Source: an optimization exercise on an open RTL-to-GDS flow (aim: small area and a short achievable clock period). Production flows keep margins and buffers that such runs may drop.
Where RTL was checked, it was by simulation tests only, not by an equivalence proof against the original.

==> inputs of v35 <==
// fft_complex_compute
module fft_complex_compute #(
  parameter DATA_WIDTH = 32
) (
  input  logic clk,
  input  logic [DATA_WIDTH-1:0] x_N,
  input  logic [DATA_WIDTH-1:0] x_M,
  input  logic [DATA_WIDTH-1:0] w_N,
  output logic [DATA_WIDTH-1:0] y_N,
  output logic [DATA_WIDTH-1:0] y_M
);
export LEC_CHECK = 0
export ABC_AREA = 1
export CAP_MARGIN = 20
export CORE_MARGIN = 2
export CORE_UTILIZATION = 40
export SETUP_SLACK_MARGIN = 4.5
export SLEW_MARGIN = 20
export SYNTH_HIERARCHICAL = 1
export SYNTH_MINIMUM_KEEP_SIZE = 0
create_clock -name core_clock -period 8.0 [get_ports {clk}]
standard.sh (not shown) runs the stock make flow with config.mk's settings and CLKGATE_MAP_FILE= SYNTH_SCRIPT=/design/flow/synth_recipe.tcl, a recipe that flattens the netlist after the stock synthesis.
==> flow/flow/run.sh <==
#!/bin/bash
# The standard layout (the standard.sh: ORFS synthesis through finish,
# unchanged), except that the port buffers that global placement inserts on
# every input and output are the platform's smallest buffer (buf_1) rather
# than the one buffer_ports picks by default.  Timing repair still resizes
# them where a path needs it.  The tools' output goes to standard.log.
set -euo pipefail
export BUFFER_PORTS_ARGS="-buffer_cell sky130_fd_sc_hd__buf_1"
bash standard.sh > standard.log 2>&1
==> inputs of v5, as changes to v35 <==
Settings changed: CTS_CLUSTER_DIAMETER set to 120, CTS_CLUSTER_SIZE set to 20.
==> summary of the runs <==
Utilization: v5 is lower than v35 (0.91 points).
Non-clock buffer count: v5 is higher than v35 (4).
Synthesized cell count is the same in v35 and v5.
Against v5, the setup slack of v35 is better by 0.045 ns.
No functional check of the RTL was part of any run of this note.

========
==> juniper: inputs <==
fft_complex_compute, a different RTL version from the one above (not shown whole).
Design fft_complex_compute, start of the top module:
module fft_complex_compute #(
  parameter DATA_WIDTH = 32
) (
  input  logic clk,
  input  logic [DATA_WIDTH-1:0] x_N,
  input  logic [DATA_WIDTH-1:0] x_M,
  input  logic [DATA_WIDTH-1:0] w_N,
  output logic [DATA_WIDTH-1:0] y_N,
  output logic [DATA_WIDTH-1:0] y_M
);
export LEC_CHECK = 0
export ABC_AREA = 1
export CAP_MARGIN = 20
export CORE_MARGIN = 2
export CORE_UTILIZATION = 40
export SETUP_SLACK_MARGIN = 4.5
export SLEW_MARGIN = 20
export SYNTH_HIERARCHICAL = 1
export SYNTH_MINIMUM_KEEP_SIZE = 0
create_clock -name core_clock -period 8.0 [get_ports {clk}]
run.sh (not shown) runs the stock make flow with config.mk's settings and CLKGATE_MAP_FILE= SYNTH_SCRIPT=/design/flow/synth_recipe.tcl, a recipe that flattens the netlist after the stock synthesis.
Stock flow here: none of the scripts above is used.
==> inputs of indigo, as changes to juniper <==
==> flow/flow/run.sh (new file) <==
#!/bin/bash
# The standard layout (the standard.sh: ORFS synthesis through finish,
# unchanged), except that the port buffers that global placement inserts on
# every input and output are the platform's smallest buffer (buf_1) rather
# than the one buffer_ports picks by default.  Timing repair still resizes
# them where a path needs it.  The tools' output goes to standard.log.
set -euo pipefail
export BUFFER_PORTS_ARGS="-buffer_cell sky130_fd_sc_hd__buf_1"
bash standard.sh > standard.log 2>&1
==> flow/standard.sh (new file) <==
#!/bin/bash
# synth_recipe.tcl (not shown) runs the flow's synth.tcl, then flattens the netlist and writes it again
# the make line also repeats each setting of config.mk as NAME=value (left out here)
make -C /OpenROAD-flow-scripts/flow DESIGN_CONFIG=/design/flow/config.mk WORK_HOME=/design/flow/orfs CLKGATE_MAP_FILE= SYNTH_SCRIPT=/design/flow/synth_recipe.tcl "${@:-finish}"
removed: flow/run.sh
==> inputs of nickel, as changes to juniper <==
==> flow/flow/run.sh (new file) <==
#!/bin/bash
# The standard layout (the standard.sh: ORFS synthesis through finish,
# unchanged), except that the port buffers that global placement inserts on
# every input and output are the platform's smallest buffer (buf_1) rather
# than the one buffer_ports picks by default.  Timing repair still resizes
# them where a path needs it.  The tools' output goes to standard.log.
set -euo pipefail
export BUFFER_PORTS_ARGS="-buffer_cell sky130_fd_sc_hd__buf_1"
bash standard.sh > standard.log 2>&1
==> flow/standard.sh (new file) <==
#!/bin/bash
# synth_recipe.tcl (not shown) runs the flow's synth.tcl, then flattens the netlist and writes it again
# the make line also repeats each setting of config.mk as NAME=value (left out here)
make -C /OpenROAD-flow-scripts/flow DESIGN_CONFIG=/design/flow/config.mk WORK_HOME=/design/flow/orfs CLKGATE_MAP_FILE= SYNTH_SCRIPT=/design/flow/synth_recipe.tcl "${@:-finish}"
Settings changed: CORE_UTILIZATION 40 to 55, CTS_CLUSTER_DIAMETER set to 120, CTS_CLUSTER_SIZE set to 20.
removed: flow/run.sh
==> inputs of willow, as changes to juniper <==
==> flow/flow/run.sh (new file) <==
#!/bin/bash
# The standard layout (the standard.sh: ORFS synthesis through finish,
# unchanged), except that the port buffers that global placement inserts on
# every input and output are the platform's smallest buffer (buf_1) rather
# than the one buffer_ports picks by default.  Timing repair still resizes
# them where a path needs it.  The tools' output goes to standard.log.
set -euo pipefail
export BUFFER_PORTS_ARGS="-buffer_cell sky130_fd_sc_hd__buf_1"
bash standard.sh > standard.log 2>&1
==> flow/standard.sh (new file) <==
#!/bin/bash
# synth_recipe.tcl (not shown) runs the flow's synth.tcl, then flattens the netlist and writes it again
# the make line also repeats each setting of config.mk as NAME=value (left out here)
make -C /OpenROAD-flow-scripts/flow DESIGN_CONFIG=/design/flow/config.mk WORK_HOME=/design/flow/orfs CLKGATE_MAP_FILE= SYNTH_SCRIPT=/design/flow/synth_recipe.tcl "${@:-finish}"
Settings changed: CTS_CLUSTER_DIAMETER set to 120, CTS_CLUSTER_SIZE set to 20.
removed: flow/run.sh
==> run summary <==
Placement
The total placed cells including tap cells is 4074. The placement-stage cell area is 32200 µm².

Floorplanning
The die outline area is 80450 µm².

Layout
The multi-input gate share of the layout cell area is 0.6505. The final instance count without filler cells is 4136.

Detailed routing
The routed design uses 10730 µm of met3 wire.

Outcome
The flow ran to the end and the layout has no timing, DRC or antenna violations.

CTS
After clock tree synthesis, the clock-pin slew on the worst setup and hold paths is 100 ps.
# the run above: willow

==> run summary <==
Layout
The multi-input gate share of the layout cell area is 0.6606. The final instance count without filler cells is 3843. Ranked by total area, the top cell class in this layout is multi-input gates.

STA
The final number of hold-violating endpoints is 0.

Placement
After detailed placement, the design holds a cell count of 3790. The placed instances occupy a cell area of 31840 µm².

CTS
The clock input transition at the sequential cells of the worst setup and hold paths is 90 ps.

Outcome
The run finished with no timing, DRC or antenna violations.

Floorplanning
The die outline area is 58790 µm².

Critical path
The maximum cell stage delay along the critical path is 560 ps.
# the run above: nickel

==> run summary <==
Outcome
The flow ran to the end and the layout has no timing, DRC or antenna violations.

Placement
The total placed cells including tap cells is 4074. The number of buffer cells added on primary ports is 160. The placement-stage cell area is 33200 µm².

Detailed routing
The routed design uses 11250 µm of met3 wire.

Logic synthesis
Of the total synthesized cell area, the portion taken by AND, OR, NAND and NOR gates is 0.05416. The post-synthesis net count is 3758.

Layout
Excluding fillers, the count of instances in the completed layout stands at 4195. The register fraction of the total cell area is 0.1947. The multi-input gate share of the layout cell area is 0.6155.

Floorplanning
The die outline area is 80450 µm².

Critical path
The number of gates on the worst path with buffers counted is 11.

CTS
Clock-pin slew was measured on the worst setup and hold paths at 70 ps. The post-CTS resize count is 87.
# the run above: juniper

==> run summary <==
GRT
The pin count of the biggest net entering global routing is 34. The via count of the first global-routing pass was 24173.

Outcome
The run finished with no timing, DRC or antenna violations.

Logic synthesis
The main flop type after synthesis is dfxtp_1.

Layout
The final net count is 3827. The layout has 267 buffers outside the clock class. For this run, the number of standard cells in the final layout without fillers is 4184. The multi-input gate share of the layout cell area is 0.6361.

Placement
Counting tap cells, the placed design contains a total of 4074 instances. Once placement finished, the instance area stood at 32200 µm².

STA
For the final database, setup skew stands at 24.03 ps. The remaining max-slew budget at the tightest pin is 0.3036.

Detailed routing
Summed over all nets, wire length on met3 after detailed routing comes to 11050 µm.

Worst hold path
The number of cells on the worst hold path is 0.
# the run above: indigo


========
==> ember: inputs <==
Another version of the RTL of fft_complex_compute (not shown whole).
make LEC_CHECK=0 ABC_AREA=1 CAP_MARGIN=20 CORE_MARGIN=2 CORE_UTILIZATION=40 CTS_BUF_LIST=sky130_fd_sc_hd__clkbuf_8 SETUP_SLACK_MARGIN=4.5 SLEW_MARGIN=20 SYNTH_HIERARCHICAL=1 SYNTH_MINIMUM_KEEP_SIZE=0 finish   # period 8.0 ns
Stock flow here: none of the scripts above is used.
==> violet (differences from ember) <==
Settings changed: CORE_UTILIZATION 40 to 60, CTS_BUF_LIST sky130_fd_sc_hd__clkbuf_8 to default, PLACE_DENSITY from default to 0.7.
==> lagoon (differences from ember) <==
Settings changed: CTS_BUF_LIST sky130_fd_sc_hd__clkbuf_8 to default, SETUP_SLACK_MARGIN 4.5 to 4.0.
==> out/results.txt <==
Status -> complete, no violations
Count of nets after finishing -> 4052
Vias/cell -> 6.25
Required time reported for the critical path endpoint -> 8.49 ns
Fraction of final layout cells with drive strength greater than 1 -> 0.0726
Detailed-placement wirelength estimate -> 70800 µm
# the run above: violet

==> out/results.txt <==
Status -> complete, no violations
Detailed-placement wirelength estimate -> 71900 µm
Worst setup path startpoint -> bi_one[3]
Vias/cell -> 5.64
Required time reported for the critical path endpoint -> 8.46 ns
Inverter count of the layout excluding clock inverters -> 329
Fraction of final layout cells with drive strength greater than 1 -> 0.0566
Hold Path End -> ai2[12]
# the run above: lagoon

==> out/results.txt <==
Count of nets after finishing -> 4104
Required time reported for the critical path endpoint -> 8.57 ns
Status -> complete, no violations
Detailed-placement wirelength estimate -> 71900 µm
Fraction of final layout cells with drive strength greater than 1 -> 0.0924
# the run above: ember


========
==> 04-20 <==
fft_complex_compute with an RTL version that a note above also has.
Design fft_complex_compute, start of the top module:
module fft_complex_compute #(
  parameter DATA_WIDTH = 32
) (
  input  logic clk,
  input  logic [DATA_WIDTH-1:0] x_N,
  input  logic [DATA_WIDTH-1:0] x_M,
  input  logic [DATA_WIDTH-1:0] w_N,
  output logic [DATA_WIDTH-1:0] y_N,
  output logic [DATA_WIDTH-1:0] y_M
);
clock: 8.0 ns
lec_check: 0
abc_area: 1
cap_margin: 20
core_margin: 2
core_utilization: 40
cts_cluster_diameter: 120
cts_cluster_size: 20
setup_slack_margin: 4.5
slew_margin: 20
synth_hierarchical: 1
synth_minimum_keep_size: 0
tns_end_percent: 25
standard.sh (not shown) runs the stock make flow with config.mk's settings and CLKGATE_MAP_FILE= SYNTH_SCRIPT=/design/flow/synth_recipe.tcl, a recipe that flattens the netlist after the stock synthesis.
==> flow/flow/run.sh <==
#!/bin/bash
# The standard layout (the standard.sh: ORFS synthesis through finish,
# unchanged), except that the port buffers that global placement inserts on
# every input and output are the platform's smallest buffer (buf_1) rather
# than the one buffer_ports picks by default.  Timing repair still resizes
# them where a path needs it.  The tools' output goes to standard.log.
set -euo pipefail
export BUFFER_PORTS_ARGS="-buffer_cell sky130_fd_sc_hd__buf_1"
bash standard.sh > standard.log 2>&1
==> 11-15: changes against 04-20 <==
Settings changed: SETUP_SLACK_MARGIN 4.5 to 4.4, TNS_END_PERCENT 25 to unset.
==> 12-18: changes against 04-20 <==
Settings changed: TNS_END_PERCENT 25 to 5.
==> 11-22: changes against 04-20 <==
Settings changed: GPL_ROUTABILITY_DRIVEN set to 0, TNS_END_PERCENT 25 to unset.
==> qor summary <==
metric                                                               11-22              04-20           11-15           12-18
Register fraction of the total cell area                             0.206              0.206           0.207           0.207
Status                                    no timing/DRC/antenna violations  no timing/DRC/antenna violations  no timing/DRC/antenna violations  no timing/DRC/antenna violations
Routed length on met3                                             10700 um           10500 um        10900 um        10600 um
Final critical path time including I/O delays and setup            3460 ps            3500 ps         3560 ps         3610 ps
Area growth from synthesis to layout                                 7.93%              7.84%           6.90%           6.93%
Crit path from                                           bi_two[2]$_DFF_P_  bi_two[1]$_DFF_P_  wi[11]$_DFF_P_   wr[6]$_DFF_P_
Total non-filler cell area in the finished layout              33800 sq um        33700 sq um     33400 sq um     33400 sq um
Final RePlAce weighted congestion                                        -              0.921           0.921           0.921
Wire per inst                                                      23.0 um            23.1 um         23.1 um         23.0 um
Drt initial violations                                                2291               2222            2281            2295
Fraction of layout cells with a size suffix above 1                 0.0959             0.0936          0.0863          0.0856
Hold Crit Endpoint                                          ar2[5]$_DFF_P_     ar2[2]$_DFF_P_  ar2[5]$_DFF_P_  ar2[2]$_DFF_P_
Amount of wire on met2 after detailed routing                     42200 um           42600 um        42600 um        42000 um
Uppermost metal layer occupied by signal nets                         met4               met4            met5            met5
Fraction of area in multi-input gates                                0.650              0.649           0.653           0.653
R2R depth                                                               10                 10              10               9
Worst stage delay on the critical path                              500 ps             490 ps          490 ps          510 ps
Post-CTS resize count                                                   86                 61              37              55
Number of global-route vias before repair                            24031              24032           23996           24013
Worst path buffer plus inverter count                                    3                  3               3               2
Measured slew at the worst slew-check pin                          1020 ps             995 ps         1050 ps          963 ps

========
==> inputs of wip/yarrow <==
RTL: one of the versions met above, not the one the previous note started from.
clock: 8.0 ns
lec_check: 0
abc_area: 1
cap_margin: 20
core_margin: 2
core_utilization: 40
setup_slack_margin: 4.5
slew_margin: 20
synth_hierarchical: 1
synth_minimum_keep_size: 0
run.sh (not shown) runs the stock make flow with config.mk's settings and CLKGATE_MAP_FILE= SYNTH_SCRIPT=/design/flow/synth_recipe.tcl, a recipe that flattens the netlist after the stock synthesis.
Stock flow here: none of the scripts above is used.
==> inputs of wip/maple, as changes to wip/yarrow <==
SETUP_SLACK_MARGIN = 4.7   (was 4.5)
==> comparison table <==
|  | wip/maple | wip/yarrow |
|---|---|---|
| Outcome | complete, no violations | complete, no violations |
| Buffers, non-clock | 362 | 280 |
| Min Tclk post-route | 3.39 ns | 3.50 ns |
| Count of TritonRoute iterations in the first routing pass | 9 | 6 |
| Cells resized by post-CTS repair | 236 | 59 |
| Worst reg2reg startpoint | bi_two[2]$_DFF_P_ | bi_one[2]$_DFF_P_ |
| Mean routed wirelength per cell | 24.7 um | 23.6 um |
| Max stage delay cell, worst path | sky130_fd_sc_hd__fa_1 | sky130_fd_sc_hd__o21ai_0 |
| First-pass GRT wire length | 162,000 um | 158,000 um |
| Storage element area | 6990 sq um | 6940 sq um |
| Util after Layout | 48.8% | 45.9% |
| Vias per inst | 5.73 | 5.66 |
| Via total after detailed routing | 26,000 | 25,200 |
| Setup slack of the worst register-to-register path | 4.61 ns | 4.50 ns |
| ClkCell Share | 3.56% | 3.79% |
| Number of filler instances in the final layout | 7,259 | 7,535 |
| Final Routed Wirelength | 112,000 um | 105,000 um |
| Filler-free cell count of the finished design | 4,544 | 4,461 |

========
==> build 34 <==
RTL: one of the versions met above, not the one the previous note started from.
clock: 8.0 ns
lec_check: 0
abc_area: 1
cap_margin: 20
core_margin: 2
core_utilization: 40
cts_cluster_diameter: 150
cts_cluster_size: 30
setup_slack_margin: 4.5
slew_margin: 20
synth_hierarchical: 1
synth_minimum_keep_size: 0
==> build 7: changes against build 34 <==
==> flow/flow/run.sh (new file) <==
#!/bin/bash
# The standard layout (the standard.sh: ORFS synthesis through finish,
# unchanged), except that the port buffers that global placement inserts on
# every input and output are the platform's smallest buffer (buf_1) rather
# than the one buffer_ports picks by default.  Timing repair still resizes
# them where a path needs it.  The tools' output goes to standard.log.
set -euo pipefail
export BUFFER_PORTS_ARGS="-buffer_cell sky130_fd_sc_hd__buf_1"
bash standard.sh > standard.log 2>&1
==> flow/standard.sh (new file) <==
#!/bin/bash
# synth_recipe.tcl (not shown) runs the flow's synth.tcl, then flattens the netlist and writes it again
# the make line also repeats each setting of config.mk as NAME=value (left out here)
make -C /OpenROAD-flow-scripts/flow DESIGN_CONFIG=/design/flow/config.mk WORK_HOME=/design/flow/orfs CLKGATE_MAP_FILE= SYNTH_SCRIPT=/design/flow/synth_recipe.tcl "${@:-finish}"
--- a/flow/config.mk
+++ b/flow/config.mk
@@ -9,9 +9,9 @@
 export CAP_MARGIN = 20
 export CORE_MARGIN = 2
 export CORE_UTILIZATION = 40
-export CTS_CLUSTER_DIAMETER = 150
-export CTS_CLUSTER_SIZE = 30
-export SETUP_SLACK_MARGIN = 4.5
+export CTS_CLUSTER_DIAMETER = 120
+export CTS_CLUSTER_SIZE = 20
+export SETUP_SLACK_MARGIN = 4.6
 export SLEW_MARGIN = 20
 export SYNTH_HIERARCHICAL = 1
 export SYNTH_MINIMUM_KEEP_SIZE = 0
removed: flow/run.sh
==> run summary <==
Between build 34 and build 7, the lower cell count is in build 34 (gap 0.48%, measured against build 7).
Worst hold slack: build 34 is better than build 7 (0.0073 ns).
Worst setup slack: build 34 is better than build 7 (0.068 ns).
Of build 34 and build 7, build 34 has the higher first-iteration DRC count (gap 6.9%, measured against build 7).
Against build 7, the clock skew of build 34 is higher by 0.0021 ns.
Die area is the same in build 34 and build 7.
In synthesized cell count, build 7 and build 34 do not differ.
Against build 7, the fmax of build 34 is higher by about 2%.
Global-route usage is about the same in build 7 and build 34.

-- static timing again, ports no longer ideal --
Ports are ideal in the flow. The routed layouts listed here were re-timed in OpenROAD.
Step 1 (the two cells are an assumption about what drives the block):
set clk [get_ports {clk}]
set_driving_cell -lib_cell sky130_fd_sc_hd__clkbuf_16 $clk
set_driving_cell -lib_cell sky130_fd_sc_hd__buf_2 [delete_from_list [all_inputs] $clk]
Step 2, shift: input delay + t, output delay - t, t = (earliest + latest rising clock arrival at the registers) / 2. This alone moves slack from input paths to output paths.
a / b / c = no drivers / after step 1 / after step 2; a / b = the first two.
run	t (ns)	setup slack, ns	latest minus earliest clock arrival (ns)
v35	0.658	4.537 / 4.537 / 4.537	0.037 / 0.038
v5	0.637	4.492 / 4.492 / 4.492	0.037 / 0.037
juniper	0.663	4.522 / 4.522 / 4.522	0.046 / 0.046
indigo	0.649	4.519 / 4.519 / 4.519	0.024 / 0.024
nickel	0.633	4.503 / 4.503 / 4.503	0.040 / 0.039
willow	0.673	4.540 / 4.540 / 4.540	0.024 / 0.023
ember	0.747	4.478 / 4.478 / 4.478	0.054 / 0.054
violet	0.637	4.467 / 4.467 / 4.467	0.037 / 0.037
lagoon	0.643	4.066 / 4.066 / 4.066	0.025 / 0.025
04-20	0.661	4.498 / 4.498 / 4.498	0.025 / 0.024
11-15	0.665	4.442 / 4.442 / 4.442	0.027 / 0.027
12-18	0.667	4.388 / 4.388 / 4.388	0.027 / 0.026
11-22	0.673	4.540 / 4.540 / 4.540	0.024 / 0.023
wip/yarrow	0.647	4.499 / 4.499 / 4.499	0.026 / 0.025
wip/maple	0.643	4.615 / 4.615 / 4.615	0.024 / 0.023
build 34	0.634	4.493 / 4.493 / 4.493	0.031 / 0.032
build 7	0.667	4.425 / 4.425 / 4.425	0.029 / 0.029
After both steps setup and hold are still met in every run listed.
